Source: an optimization exercise on an open RTL-to-GDS flow (aim: small area and a short achievable clock period). Production flows keep margins and buffers that such runs may drop.
In this exercise RTL edits were held to simulation tests only and were not proved equivalent to the original.
No driver is modelled on the clock port, so clock power and skew are understated where the tree is cut down; a real chip needs a root buffer or a tree.
Power figures rest on the tool's default switching activity, not on a simulated workload.

## FIFO_DPRAM
module FIFO_DPRAM #(
   parameter      DATA_W      = 16,
   parameter      FIFO_DEPTH  = 64
)(
   input  wire    clk,
   input  wire    rst,
   input  wire    i_wr_en,
   input  wire    i_rd_en,
   output wire    o_empty,
   output wire    o_full,
   input  wire[DATA_W-1:0] i_data,
   output wire[DATA_W-1:0] o_data
);
Size in the first run: about 3300 cells after synthesis, roughly 1100 flip-flops, roughly 38 I/O pins, roughly 41000 µm² of cells after synthesis.
==> flow/config.mk <==
export PLATFORM = sky130hd
export DESIGN_NAME = FIFO_DPRAM
export DESIGN_NICKNAME = FIFO_DPRAM
export VERILOG_FILES = /design/flow/design.v
export SDC_FILE = /design/flow/constraint.sdc
export NUM_CORES = 4
export LEC_CHECK = 0
export CAP_MARGIN = 20
export CORE_MARGIN = 2
export CORE_UTILIZATION = 55
export SLEW_MARGIN = 20
export SYNTH_HIERARCHICAL = 1
export SYNTH_MINIMUM_KEEP_SIZE = 0
==> flow/constraint.sdc <==
create_clock -name core_clock -period 8.0 [get_ports {clk}]
set_input_delay 1.6000 -clock core_clock [delete_from_list [all_inputs] [get_ports {clk}]]
set_output_delay 1.6000 -clock core_clock [all_outputs]
set_load 0.01 [all_outputs]
standard.sh (not shown) runs the stock make flow with config.mk's settings and CLKGATE_MAP_FILE= SYNTH_SCRIPT=/design/flow/synth_recipe.tcl, a recipe that flattens the netlist after the stock synthesis.
==> flow/flow/run.sh <==
#!/bin/bash
# Layout flow: the standard ORFS flow (standard.sh), with a tighter
# setup-repair target and a two-level clock tree built by flow/cts.tcl in
# place of TritonCTS.
set -euo pipefail
bash standard.sh \
  SETUP_SLACK_MARGIN=5.45 \
  PRE_CTS_TCL="$PWD/flow/cts.tcl" \
  finish > orfs_flow.log 2>&1
Other scripts of this flow, unchanged in this note and not shown: flow/flow/cts.tcl
==> next run, changes <==
CORE_UTILIZATION = 75   (was 55)
SLEW_MARGIN = 50   (was 20)
Worst hold slack stays flat.
Clock power decreases by about 1%.
Setup slack improves by 0.021 ns.
Combinational power decreases by about 4%.
Cell count decreases by 6.2%.
Routed wire length decreases by 8.2%.
Design area decreases by 0.71%.
Register-to-register slack improves by 0.02 ns.
==> next run, changes <==
CORE_UTILIZATION = 65   (was 75)
Outcome: Design area goes up by 1.2%. First-iteration DRC count is higher by 3.2%. Worst hold slack is about the same. Total power rises by 0.32%.
No run of this note takes its clock network from TritonCTS; it comes from the design's own scripts or RTL.


The RTL this note starts from:
==> flow/design.v <==
`timescale 1ns / 1ps
module DualPortRAM #(
   parameter      DATA_W   = 16,
   parameter      LO_N     = 8,
   parameter      HI_N     = 8
)(
   input  wire    clk,
   input  wire    i_wr_en,
   input  wire    i_rd_en,
   input  wire[LO_N-1:0] i_wr_lo,
   input  wire[HI_N-1:0] i_wr_hi,
   input  wire[LO_N-1:0] i_rd_lo,
   input  wire[HI_N-1:0] i_rd_hi,
   input  wire[DATA_W-1:0] i_data,
   input  wire[DATA_W-1:0] i_byp_data,
   output wire[DATA_W-1:0] o_data
);
localparam MEM_SIZE = LO_N * HI_N;
localparam NGRP = MEM_SIZE / 3;
localparam NLEFT = MEM_SIZE - 3*NGRP;
wire [DATA_W*MEM_SIZE-1:0] memory;
wire [MEM_SIZE-1:0]        rd_sel;
wire [DATA_W*(NGRP+1)-1:0] grp_n;
genvar k, b;
generate
   for (k = 0; k < MEM_SIZE; k = k + 1) begin : g_word
      wire we = i_wr_en && i_wr_hi[k / LO_N] && i_wr_lo[k % LO_N];
      MemWord #(.DATA_W(DATA_W)) u_word (
         .clk(clk),
         .i_we(we),
         .i_keep(!we),
         .i_data(i_data),
         .o_data(memory[k*DATA_W +: DATA_W])
      );
      assign rd_sel[k] = i_rd_en && i_rd_hi[k / LO_N] && i_rd_lo[k % LO_N];
   end
   for (k = 0; k < NGRP; k = k + 1) begin : g_rd
      RdSel3 #(.DATA_W(DATA_W)) u_sel (
         .i_sel0(rd_sel[3*k]),
         .i_sel1(rd_sel[3*k+1]),
         .i_sel2(rd_sel[3*k+2]),
         .i_data0(memory[(3*k)*DATA_W +: DATA_W]),
         .i_data1(memory[(3*k+1)*DATA_W +: DATA_W]),
         .i_data2(memory[(3*k+2)*DATA_W +: DATA_W]),
         .o_data_n(grp_n[k*DATA_W +: DATA_W])
      );
   end
   if (NLEFT == 1) begin : g_last
      RdSel2 #(.DATA_W(DATA_W)) u_sel (
         .i_sel0(rd_sel[MEM_SIZE-1]),
         .i_sel1(!i_rd_en),
         .i_data0(memory[(MEM_SIZE-1)*DATA_W +: DATA_W]),
         .i_data1(i_byp_data),
         .o_data_n(grp_n[NGRP*DATA_W +: DATA_W])
      );
   end
   else begin : g_last
      RdSel3 #(.DATA_W(DATA_W)) u_sel (
         .i_sel0(rd_sel[MEM_SIZE-2]),
         .i_sel1(rd_sel[MEM_SIZE-1]),
         .i_sel2(!i_rd_en),
         .i_data0(memory[(MEM_SIZE-2)*DATA_W +: DATA_W]),
         .i_data1(memory[(MEM_SIZE-1)*DATA_W +: DATA_W]),
         .i_data2(i_byp_data),
         .o_data_n(grp_n[NGRP*DATA_W +: DATA_W])
      );
   end
   for (b = 0; b < DATA_W; b = b + 1) begin : g_or
      wire [NGRP:0] terms;
      for (k = 0; k <= NGRP; k = k + 1) begin : g_t
         assign terms[k] = grp_n[k*DATA_W + b];
      end
      assign o_data[b] = !(&terms);
   end
endgenerate
endmodule
module MemWord #(
   parameter      DATA_W   = 16
)(
   input  wire    clk,
   input  wire    i_we,
   input  wire    i_keep,
   input  wire[DATA_W-1:0] i_data,
   output reg [DATA_W-1:0] o_data
);
always @(posedge clk) begin
   o_data <= (i_data & {DATA_W{i_we}}) | (o_data & {DATA_W{i_keep}});
end
endmodule
module RdSel3 #(
   parameter      DATA_W   = 16
)(
   input  wire    i_sel0,
   input  wire    i_sel1,
   input  wire    i_sel2,
   input  wire[DATA_W-1:0] i_data0,
   input  wire[DATA_W-1:0] i_data1,
   input  wire[DATA_W-1:0] i_data2,
   output wire[DATA_W-1:0] o_data_n
);
assign o_data_n = ~((i_data0 & {DATA_W{i_sel0}}) |
                    (i_data1 & {DATA_W{i_sel1}}) |
                    (i_data2 & {DATA_W{i_sel2}}));
endmodule
module RdSel2 #(
   parameter      DATA_W   = 16
)(
   input  wire    i_sel0,
   input  wire    i_sel1,
   input  wire[DATA_W-1:0] i_data0,
   input  wire[DATA_W-1:0] i_data1,
   output wire[DATA_W-1:0] o_data_n
);
assign o_data_n = ~((i_data0 & {DATA_W{i_sel0}}) |
                    (i_data1 & {DATA_W{i_sel1}}));
endmodule
`timescale 1ns / 1ps
module FIFO_DPRAM #(
   parameter      DATA_W      = 16,
   parameter      FIFO_DEPTH  = 64
)(
   input  wire    clk,
   input  wire    rst,
   input  wire    i_wr_en,
   input  wire    i_rd_en,
   output wire    o_empty,
   output wire    o_full,
   input  wire[DATA_W-1:0] i_data,
   output wire[DATA_W-1:0] o_data
);
localparam LO_N = 8;
localparam HI_N = FIFO_DEPTH / LO_N;
reg [LO_N-1:0] wr_lo;
reg [HI_N-1:0] wr_hi;
reg [LO_N-1:0] rd_lo;
reg [HI_N-1:0] rd_hi;
reg not_empty;
reg full;
reg[DATA_W-1:0] data_out;
wire[DATA_W-1:0] ram_data;
wire wr_acc;
wire rd_acc;
wire inc;
wire dec;
wire one;
wire almost_full;
wire not_empty_nxt;
wire full_nxt;
assign wr_acc  = i_wr_en && !full;
assign rd_acc  = i_rd_en && (not_empty || i_wr_en);
assign inc     = wr_acc && !rd_acc;
assign dec     = rd_acc && !wr_acc;
function [LO_N-1:0] rot_lo(input [LO_N-1:0] v);
   rot_lo = {v[LO_N-2:0], v[LO_N-1]};
endfunction
function [HI_N-1:0] rot_hi(input [HI_N-1:0] v);
   rot_hi = {v[HI_N-2:0], v[HI_N-1]};
endfunction
assign one         = (|(wr_lo & rot_lo(rd_lo))) &&
                     (rd_lo[LO_N-1] ? |(wr_hi & rot_hi(rd_hi)) : |(wr_hi & rd_hi));
assign almost_full = (|(rd_lo & rot_lo(wr_lo))) &&
                     (wr_lo[LO_N-1] ? |(rd_hi & rot_hi(wr_hi)) : |(rd_hi & wr_hi));
assign not_empty_nxt = inc ? 1'b1 : dec ? !one : not_empty;
assign full_nxt      = dec ? 1'b0 : inc ? almost_full : full;
always @(posedge clk or negedge rst) begin
   if (!rst) begin
      wr_lo             <= {{(LO_N-1){1'b0}}, 1'b1};
      wr_hi             <= {{(HI_N-1){1'b0}}, 1'b1};
      rd_lo             <= {{(LO_N-1){1'b0}}, 1'b1};
      rd_hi             <= {{(HI_N-1){1'b0}}, 1'b1};
      not_empty         <= 1'b0;
      full              <= 1'b0;
   end
   else begin
      if (wr_acc)
         wr_lo          <= rot_lo(wr_lo);
      if (wr_acc && wr_lo[LO_N-1])
         wr_hi          <= rot_hi(wr_hi);
      if (rd_acc)
         rd_lo          <= rot_lo(rd_lo);
      if (rd_acc && rd_lo[LO_N-1])
         rd_hi          <= rot_hi(rd_hi);
      not_empty         <= not_empty_nxt;
      full              <= full_nxt;
   end
end
FlagReg FlagReg (
   .clk(clk),
   .rst(rst),
   .i_not_empty(not_empty_nxt),
   .i_full(full_nxt),
   .o_empty(o_empty),
   .o_full(o_full)
);
always @(posedge clk) begin
   data_out <= ram_data;
end
assign o_data = data_out;
DualPortRAM #(
   .DATA_W(DATA_W),
   .LO_N(LO_N),
   .HI_N(HI_N))
DualPortRAM (
   .clk(clk),
   .i_wr_en(!full),
   .i_rd_en(not_empty),
   .i_wr_lo(wr_lo),
   .i_wr_hi(wr_hi),
   .i_rd_lo(rd_lo),
   .i_rd_hi(rd_hi),
   .i_data(i_data),
   .i_byp_data(i_data),
   .o_data(ram_data)
);
endmodule
module FlagReg (
   input  wire    clk,
   input  wire    rst,
   input  wire    i_not_empty,
   input  wire    i_full,
   output wire    o_empty,
   output wire    o_full
);
reg not_empty;
reg full;
always @(posedge clk or negedge rst) begin
   if (!rst) begin
      not_empty         <= 1'b0;
      full              <= 1'b0;
   end
   else begin
      not_empty         <= i_not_empty;
      full              <= i_full;
   end
end
assign o_empty = !not_empty;
assign o_full  = full;
endmodule
export LEC_CHECK = 0
export CAP_MARGIN = 20
export CORE_MARGIN = 2
export CORE_UTILIZATION = 55
export SLEW_MARGIN = 20
export SYNTH_HIERARCHICAL = 1
export SYNTH_MINIMUM_KEEP_SIZE = 0
create_clock -name core_clock -period 8.0 [get_ports {clk}]
==> flow/flow/run.sh <==
#!/bin/bash
# Layout flow: the standard ORFS flow (standard.sh), with a tighter
# setup-repair target and a clock tree of larger sink clusters.
set -euo pipefail
bash standard.sh \
  SETUP_SLACK_MARGIN=5.3 \
  "CTS_ARGS=-sink_clustering_enable -repair_clock_nets -buf_list sky130_fd_sc_hd__clkbuf_16 -sink_clustering_size 24 -sink_clustering_max_diameter 70" \
  finish > orfs_flow.log 2>&1
Edit:
==> flow/run.sh (new file) <==
#!/bin/bash
# synth_recipe.tcl (not shown) runs the flow's synth.tcl, then flattens the netlist and writes it again
# the make line also repeats each setting of config.mk as NAME=value (left out here)
make -C /OpenROAD-flow-scripts/flow DESIGN_CONFIG=/design/flow/config.mk WORK_HOME=/design/flow/orfs CLKGATE_MAP_FILE= SYNTH_SCRIPT=/design/flow/synth_recipe.tcl finish
Settings changed: CTS_BUF_LIST set to sky130_fd_sc_hd__clkbuf_16, CTS_CLUSTER_DIAMETER set to 60, CTS_CLUSTER_SIZE set to 28, SETUP_SLACK_MARGIN set to 5.
removed: flow/flow/run.sh
removed: flow/standard.sh
Effect:
- The new run completed with no timing, DRC or antenna violations
- final cell count barely changes
- total power goes up by 8.4%
- non-clock buffer count goes down by 44
- sequential share of layout area barely changes
- register-to-register slack got worse by 230 ps
- via count goes down by 0.36%
- clock-buffer cell count goes up by 18
Edit:
Settings changed: CORE_UTILIZATION 55 to 35, CTS_BUF_LIST sky130_fd_sc_hd__clkbuf_16 to not set, CTS_CLUSTER_DIAMETER 60 to not set, CTS_CLUSTER_SIZE 28 to 30.
Effect:
- The changed run ran to the end with no violations
- combinational power went down by 10%
- power increases by 14%
- global-route usage falls by 13 points
- cell area goes up by 3.6%

==> static timing again, ports no longer ideal <==
How much do the figures lean on ideal ports? The routed layouts below were timed once more, with nothing changed but the port constraints.
Step 1, drivers: a clkbuf_16 drives clk and a buf_2 each remaining input, both assumed.
Step 2, shift: input delay + t, output delay - t, t = (earliest + latest rising clock arrival at the registers) / 2. This alone moves slack from input paths to output paths.
Slacks: ideal ports / drivers / drivers and shift; pairs: ideal ports / drivers.
run | shift t [ns] | setup slack, ns | slew at the worst register clock pin (ns) | worst data-port slew with drivers (ns) | pins driven straight from the clock port
the first run of note 1 | 0.577 | 5.299 / 5.175 / 4.977 | 0.10 / 0.10 | 0.11 | 4
the second run of note 1 | 0.579 | 5.320 / 5.223 / 5.029 | 0.10 / 0.10 | 0.09 | 4
the third run of note 1 | 0.577 | 5.334 / 5.190 / 4.949 | 0.10 / 0.10 | 0.11 | 4
the first run of note 2 | 0.726 | 5.016 / 5.016 / 4.614 | 0.10 / 0.10 | 0.14 | 1
the second run of note 2 | 0.693 | 4.784 / 4.784 / 4.460 | 0.09 / 0.09 | 0.14 | 1
the third run of note 2 | 0.750 | 4.933 / 4.933 / 4.541 | 0.07 / 0.07 | 0.05 | 1
After both steps setup and hold are still met in every run listed. The setup slack of the first run of note 2, which loses most, moves by 0.000 ns with the drivers and by -0.402 ns with both steps.
